Background: an optimization exercise with open tools, aiming at small area, a short achievable clock period and few clock cycles. Do not read the settings as production practice.
Function was checked by simulation only, so behaviour that the tests miss may differ from the original.

== the previous run ==
Design kf_top, start of the top module:
module kf_top
#(parameter W=24, parameter FRAC=14, parameter NR=40, parameter ADDRW=6)
(
  input              clk,
  input              rst_n,
  input              start,
  input  [W-1:0]     data_in,
  output reg         ready,
  output [W-1:0]     result_out,
  output reg         au_done
);
For scale: ~240 flip-flops, roughly 26000 um^2 of cells after synthesis.
==> flow/config.mk <==
export PLATFORM = sky130hd
export DESIGN_NAME = kf_top
export DESIGN_NICKNAME = kf_top
export VERILOG_FILES = /design/flow/design.v
export SDC_FILE = /design/flow/constraint.sdc
export NUM_CORES = 4
export LEC_CHECK = 0
export ABC_AREA = 1
export CAP_MARGIN = 20
export CORE_MARGIN = 2
export CORE_UTILIZATION = 40
export PLACE_DENSITY = 0.6
export SETUP_SLACK_MARGIN = 5
export SLEW_MARGIN = 20
export SYNTH_HIERARCHICAL = 1
==> flow/constraint.sdc <==
create_clock -name core_clock -period 10.0 [get_ports {clk}]
set_input_delay 2.0000 -clock core_clock [delete_from_list [all_inputs] [get_ports {clk}]]
set_output_delay 2.0000 -clock core_clock [all_outputs]
set_load 0.01 [all_outputs]
run.sh (not shown) runs the stock make flow with config.mk's settings and CLKGATE_MAP_FILE= SYNTH_SCRIPT=/design/flow/synth_recipe.tcl, a recipe that flattens the netlist after the stock synthesis.
Testbench counts of the previous run, summed over its fixed seeds: cycles 7,763.
[inputs] the current run vs the previous run
--- a/flow/design.v
+++ b/flow/design.v
@@ -64,34 +64,38 @@
   wire        mB     = mP | m3div | sM3;
   wire        mlast  = (mP & (mcnt == 2'd0)) | sM3;
   wire [1:0]  ptop   = top_chunk(PHI[22:0]);
   wire        mstart  = (sLOAD & (lc == 3'd5)) | ((sM1 | sM2 | sM3) & (mcnt == 2'd0));
   wire [1:0]  cidx    = mstart ? ptop : mcnt - 2'd1;
   reg  [8:0]  bchunk;
   always @* begin
     if (sDIV)
-      bchunk = dcnt[2] ? {1'b0, Y[22:15]} : Y[15:7];    
+      case (dcnt)
+        4'd6:    bchunk = {1'b0, Y[22:15]};
+        4'd2:    bchunk = Y[15:7];
+        default: bchunk = {Y[7:2], qb1, qb0, 1'b0};
+      endcase
     else
       bchunk = chunk(PHI[22:0], cidx);
   end
-  wire [11:0] bq0     = booth({Y[7:2], qb1, qb0, 1'b0});
-  wire [11:0] bnext   = (sDIV && dcnt == 4'd0) ? bq0 : booth(bchunk);
+  wire [11:0] bnext   = booth(bchunk);
   wire        a_prod = sOP1 | sOP4;
   wire        b_q    = sOP1 | sOP2;
   wire        sub_op = sDIV;
   wire [23:0] sa_in  = a_prod ? {accs, ACC[36:14]} : (sOP2 ? R : Y);
   wire [23:0] sb_in  = b_q ? Q : X;
   wire [23:0] smres;
   smadd SMA (.a(sa_in), .b({sb_in[23] ^ sub_op, sb_in[22:0]}), .y(smres));
-  reg         dz, dsm;
+  wire        dz   = ~|R[22:0];    
   wire [22:0] dmag = dz ? 23'h7FFFFE : R[22:0];
   wire        b1, b2;
   wire [22:0] rv;
   divstep DIVS (.r(REM), .d(dmag), .b1(b1), .b2(b2), .rv(rv));
+  wire        dsm = ~dz && (R[22:6] == 17'd0) && (!R[5] || R[4:0] == 5'd0);
   wire        qb1 = dsm ? ~dfirst : b1;
   wire        qb0 = dsm | b2;
   wire [22:0] qr     = Q[22:0] | R[22:0];
   wire        dfast  = (Q[23] == R[23]) && (|qr[22:6]);
   wire        pxdone = !px || mcnt == 2'd0;
   reg  [3:0]  fm;
   always @* begin
     if      (|qr[22:21]) fm = 4'd10;
@@ -129,17 +133,17 @@
     end else begin
       au_done <= 1'b0;
       if (mB) begin
         mfirst <= mlast;
         if (mP && mcnt != 2'd0) mcnt <= mcnt - 2'd1;
       end
       if (px && mcnt == 2'd0) begin
         px <= 1'b0;
-        X[23] <= X[23] ^ PHI[23];
+        X  <= {X[23] ^ PHI[23], mprod};
       end
       if (ready && start) begin
         ready <= 1'b0; sLOAD <= 1'b1; lc <= 3'd1;
       end
       if (sLOAD) begin
         lc <= lc + 3'd1;
         case (lc)
           3'd1: PHI <= data_in;
@@ -151,78 +155,73 @@
             sLOAD <= 1'b0; sM1 <= 1'b1;
             mcnt <= ptop; mfirst <= 1'b1;
           end
         endcase
       end
       if (sM1) begin
         if (mfirst) Y <= data_in;
         if (mcnt == 2'd0) begin
-          AR[23] <= AR[23] ^ PHI[23];
+          AR <= {AR[23] ^ PHI[23], mprod};
           sM1 <= 1'b0; sM2 <= 1'b1;
           mcnt <= ptop;
         end
       end
       if (sM2 && mcnt == 2'd0) begin
         accs <= AR[23] ^ PHI[23];
         AR   <= X;
         sM2 <= 1'b0; sOP1 <= 1'b1;
         mcnt <= ptop; px <= 1'b1;
       end
       if (sOP1) begin
+        Q <= smres;
         sOP1 <= 1'b0; sOP2 <= 1'b1;
       end
       if (sOP2) begin
         R    <= smres;
         sOP2 <= 1'b0;
         dfirst <= 1'b1;
         qtop2 <= ~dfast | (fm <= 4'd6);
-        dz   <= 1'b0;
-        dsm  <= 1'b0;
-        if (dfast && pxdone) begin
+        if (pxdone) begin
           AR   <= Q;                   
           sDIV <= 1'b1;
         end else
           sDI <= 1'b1;                 
       end
       if (sDI) begin
         AR     <= Q;
         qtop2  <= 1'b1;
-        dz     <= ~|R[22:0];
-        dsm    <= |R[22:0] && (R[22:6] == 17'd0) && (!R[5] || R[4:0] == 5'd0);
         sDI <= 1'b0; sDIV <= 1'b1;
       end
       if (sDIV) begin
         if (dfirst) begin
           PHI <= smres;                
           Y   <= 24'd0;
         end
         Y[{dcnt, 1'b1}] <= qb1;
         Y[{dcnt, 1'b0}] <= qb0;
         dfirst <= 1'b0;
         if (dcnt == 4'd0) begin
           sDIV <= 1'b0; sM3 <= 1'b1;
         end
       end
       if (sM3) begin
-        AR[23] <= Q[23] ^ R[23];           
+        AR   <= {Q[23] ^ R[23], mprod};    
         mcnt <= ptop;                      
         sM3 <= 1'b0; sM4 <= 1'b1;
       end
       if (sM4 && mcnt == 2'd0) begin
         accs <= AR[23] ^ PHI[23];
         sM4 <= 1'b0; sOP4 <= 1'b1;
       end
       if (sOP4) begin
+        Q <= smres;
         ready <= 1'b1; au_done <= 1'b1;
         sOP4 <= 1'b0;
       end
-      if ((sM1 && mcnt == 2'd0) || sM3) AR[22:0] <= mprod;    
-      if (px && mcnt == 2'd0)           X[22:0]  <= mprod;    
-      if (sOP1 | sOP4)                  Q        <= smres;    
     end
   end
 endmodule
 module smadd(input [23:0] a, input [23:0] b, output [23:0] y);
   wire        sa   = a[23];
   wire        esub = a[23] ^ b[23];
   wire [22:0] ma   = a[22:0];
   wire [22:0] yb   = b[22:0] ^ {23{esub}};
==> notes.md <==
The previous run leaves more setup margin than the current run. Synthesis-to-layout area growth delta for the current run relative to the previous run: 3.3 points higher. The current run vs the previous run: post-CTS resize count up in the current run. Min sequential share of cell area across the current run and the previous run: the current run. Share of the synthesized area in compound gates (AO/OA/AOI/OAI) for the current run: 2.7 points up relative to the previous run. Between the previous run and the current run, the summed instance area of the synthesized netlist figures differ only marginally.
Testbench counts of the current run, summed over its fixed seeds: cycles 7,763.


Another version of the RTL of kf_top (not shown whole).
Size in the first run: ~3800 cells after synthesis, roughly 240 flip-flops, ~53 I/O pins.
Settings: LEC_CHECK=0, ABC_AREA=1, CAP_MARGIN=20, CORE_MARGIN=2, CORE_UTILIZATION=40, PLACE_DENSITY=0.6, SETUP_SLACK_MARGIN=5, SLEW_MARGIN=20, SYNTH_HIERARCHICAL=1; clock period 10.0 ns.
The baseline completed with no timing, DRC or antenna violations.
Testbench counts at the start, summed over its fixed seeds: cycles 7,763.
Rerun with:
--- a/flow/design.v
+++ b/flow/design.v
@@ -57,43 +57,43 @@
   endfunction
   wire [36:0] acc_sh = mfirst ? 37'd0 : {ACC[28:0], 8'd0};
   wire [36:0] msum;
   mulstep MUL (.acc(acc_sh), .a(AR[22:0]), .bsel(BSEL), .sum(msum));
   wire [22:0] mprod = msum[36:14];
   wire        m3div  = sDIV & ((dcnt == 4'd5 & qtop2) | dcnt == 4'd1);
   wire        mP     = sM1 | sM2 | sM4 | px;           
   wire        mB     = mP | m3div | sM3;
   wire        mlast  = (mP & (mcnt == 2'd0)) | sM3;
   wire [1:0]  ptop   = top_chunk(PHI[22:0]);
-  wire        mstart  = (sLOAD & (lc == 3'd5)) | ((sM1 | sM2 | sM3) & (mcnt == 2'd0));
+  wire        mstart  = (sLOAD & (lc == 3'd5)) | ((sM1 | sM2) & (mcnt == 2'd0));
   wire [1:0]  cidx    = mstart ? ptop : mcnt - 2'd1;
   reg  [8:0]  bchunk;
   always @* begin
     if (sDIV)
-      case (dcnt)
-        4'd6:    bchunk = {1'b0, Y[22:15]};
-        4'd2:    bchunk = Y[15:7];
-        default: bchunk = {Y[7:2], qb1, qb0, 1'b0};
-      endcase
+      bchunk = dcnt[2] ? {1'b0, Y[22:15]} : Y[15:7];    
     else
       bchunk = chunk(PHI[22:0], cidx);
   end
-  wire [11:0] bnext   = booth(bchunk);
+  wire [11:0] bq0     = booth({Y[7:2], qb1, qb0, 1'b0});
+  reg         dz, dsm;
+  wire [22:0] dmag = dz ? 23'h7FFFFE : R[22:0];
+  wire        klow    = {1'b0, Q[22:0]} < {dmag, 1'b0};
+  wire [8:0]  kchunk  = klow ? mprod[15:7] : {1'b0, mprod[22:15]};
+  wire [11:0] bnext   = sM3 ? booth(kchunk) :
+                        (sDIV && dcnt == 4'd0) ? bq0 : booth(bchunk);
   wire        a_prod = sOP1 | sOP4;
   wire        b_q    = sOP1 | sOP2;
   wire        sub_op = sDIV;
   wire [23:0] sa_in  = a_prod ? {accs, ACC[36:14]} : (sOP2 ? R : Y);
   wire [23:0] sb_in  = b_q ? Q : X;
   wire [23:0] smres;
   smadd SMA (.a(sa_in), .b({sb_in[23] ^ sub_op, sb_in[22:0]}), .y(smres));
-  reg         dz, dsm;
-  wire [22:0] dmag = dz ? 23'h7FFFFE : R[22:0];
   wire        b1, b2;
   wire [22:0] rv;
   divstep DIVS (.r(REM), .d(dmag), .b1(b1), .b2(b2), .rv(rv));
   wire        qb1 = dsm ? ~dfirst : b1;
   wire        qb0 = dsm | b2;
   wire [22:0] qr     = Q[22:0] | R[22:0];
   wire        dfast  = (Q[23] == R[23]) && (|qr[22:6]);
   wire        pxdone = !px || mcnt == 2'd0;
   reg  [3:0]  fm;
   always @* begin
@@ -199,33 +199,35 @@
           Y   <= 24'd0;
         end
         Y[{dcnt, 1'b1}] <= qb1;
         Y[{dcnt, 1'b0}] <= qb0;
         dfirst <= 1'b0;
         if (dcnt == 4'd0) begin
           sDIV <= 1'b0; sM3 <= 1'b1;
         end
       end
       if (sM3) begin
-        AR[23] <= Q[23] ^ R[23];           
-        mcnt <= ptop;                      
+        AR   <= PHI;                       
+        PHI[23] <= Q[23] ^ R[23];          
+        mcnt <= klow ? 2'd1 : 2'd2;
         sM3 <= 1'b0; sM4 <= 1'b1;
       end
       if (sM4 && mcnt == 2'd0) begin
         accs <= AR[23] ^ PHI[23];
         sM4 <= 1'b0; sOP4 <= 1'b1;
       end
       if (sOP4) begin
         ready <= 1'b1; au_done <= 1'b1;
         sOP4 <= 1'b0;
       end
-      if ((sM1 && mcnt == 2'd0) || sM3) AR[22:0] <= mprod;    
+      if (sM1 && mcnt == 2'd0)          AR[22:0] <= mprod;    
+      if (sM3)                          PHI[22:0] <= mprod;   
       if (px && mcnt == 2'd0)           X[22:0]  <= mprod;    
       if (sOP1 | sOP4)                  Q        <= smres;    
     end
   end
 endmodule
 module smadd(input [23:0] a, input [23:0] b, output [23:0] y);
   wire        sa   = a[23];
   wire        esub = a[23] ^ b[23];
   wire [22:0] ma   = a[22:0];
   wire [22:0] yb   = b[22:0] ^ {23{esub}};
Synthesized cell count came out higher by about 7%.
Utilization climbs by 1.2 points.
Final area is higher by 9.0%.
Wire length grows by about 9%.
Clock-buffer cell count does not change.
Die area grows by 5.5%.
Register-to-register slack stays flat.
Testbench counts after the change, summed over its fixed seeds: cycles 7,453.

[static timing again, ports no longer ideal]
How much do the figures lean on ideal ports? The routed layouts below were timed once more, with nothing changed but the port constraints. Step 1 (the two cells are an assumption about what drives the block):
set clk [get_ports {clk}]
set_driving_cell -lib_cell sky130_fd_sc_hd__clkbuf_16 $clk
set_driving_cell -lib_cell sky130_fd_sc_hd__buf_2 [delete_from_list [all_inputs] $clk]
Step 2 adds t to the input delays and takes it off the output delays; t is the mean of the earliest and latest rising clock arrival at the registers after step 1. Input paths then give back, and output paths get back, about the clock's delay inside the block. a / b / c = ideal ports / drivers / drivers and shift; a / b = the first two.
run	t (ns)	setup WS [ns]	worst hold slack (ns)	latest minus earliest clock arrival (ns)	slew at the worst register clock pin (ns)
the previous run	0.661	5.197 / 5.197 / 5.197	0.497 / 0.497 / 0.497	0.030 / 0.029	0.07 / 0.07
the current run	0.671	5.193 / 5.193 / 5.193	0.483 / 0.483 / 0.483	0.019 / 0.019	0.07 / 0.07
the first run of note 2	0.647	5.099 / 5.099 / 5.099	0.487 / 0.487 / 0.487	0.019 / 0.019	0.07 / 0.07
the second run of note 2	0.608	5.108 / 5.108 / 5.108	0.488 / 0.488 / 0.488	0.022 / 0.022	0.07 / 0.07
After both steps every run listed still meets setup and hold.
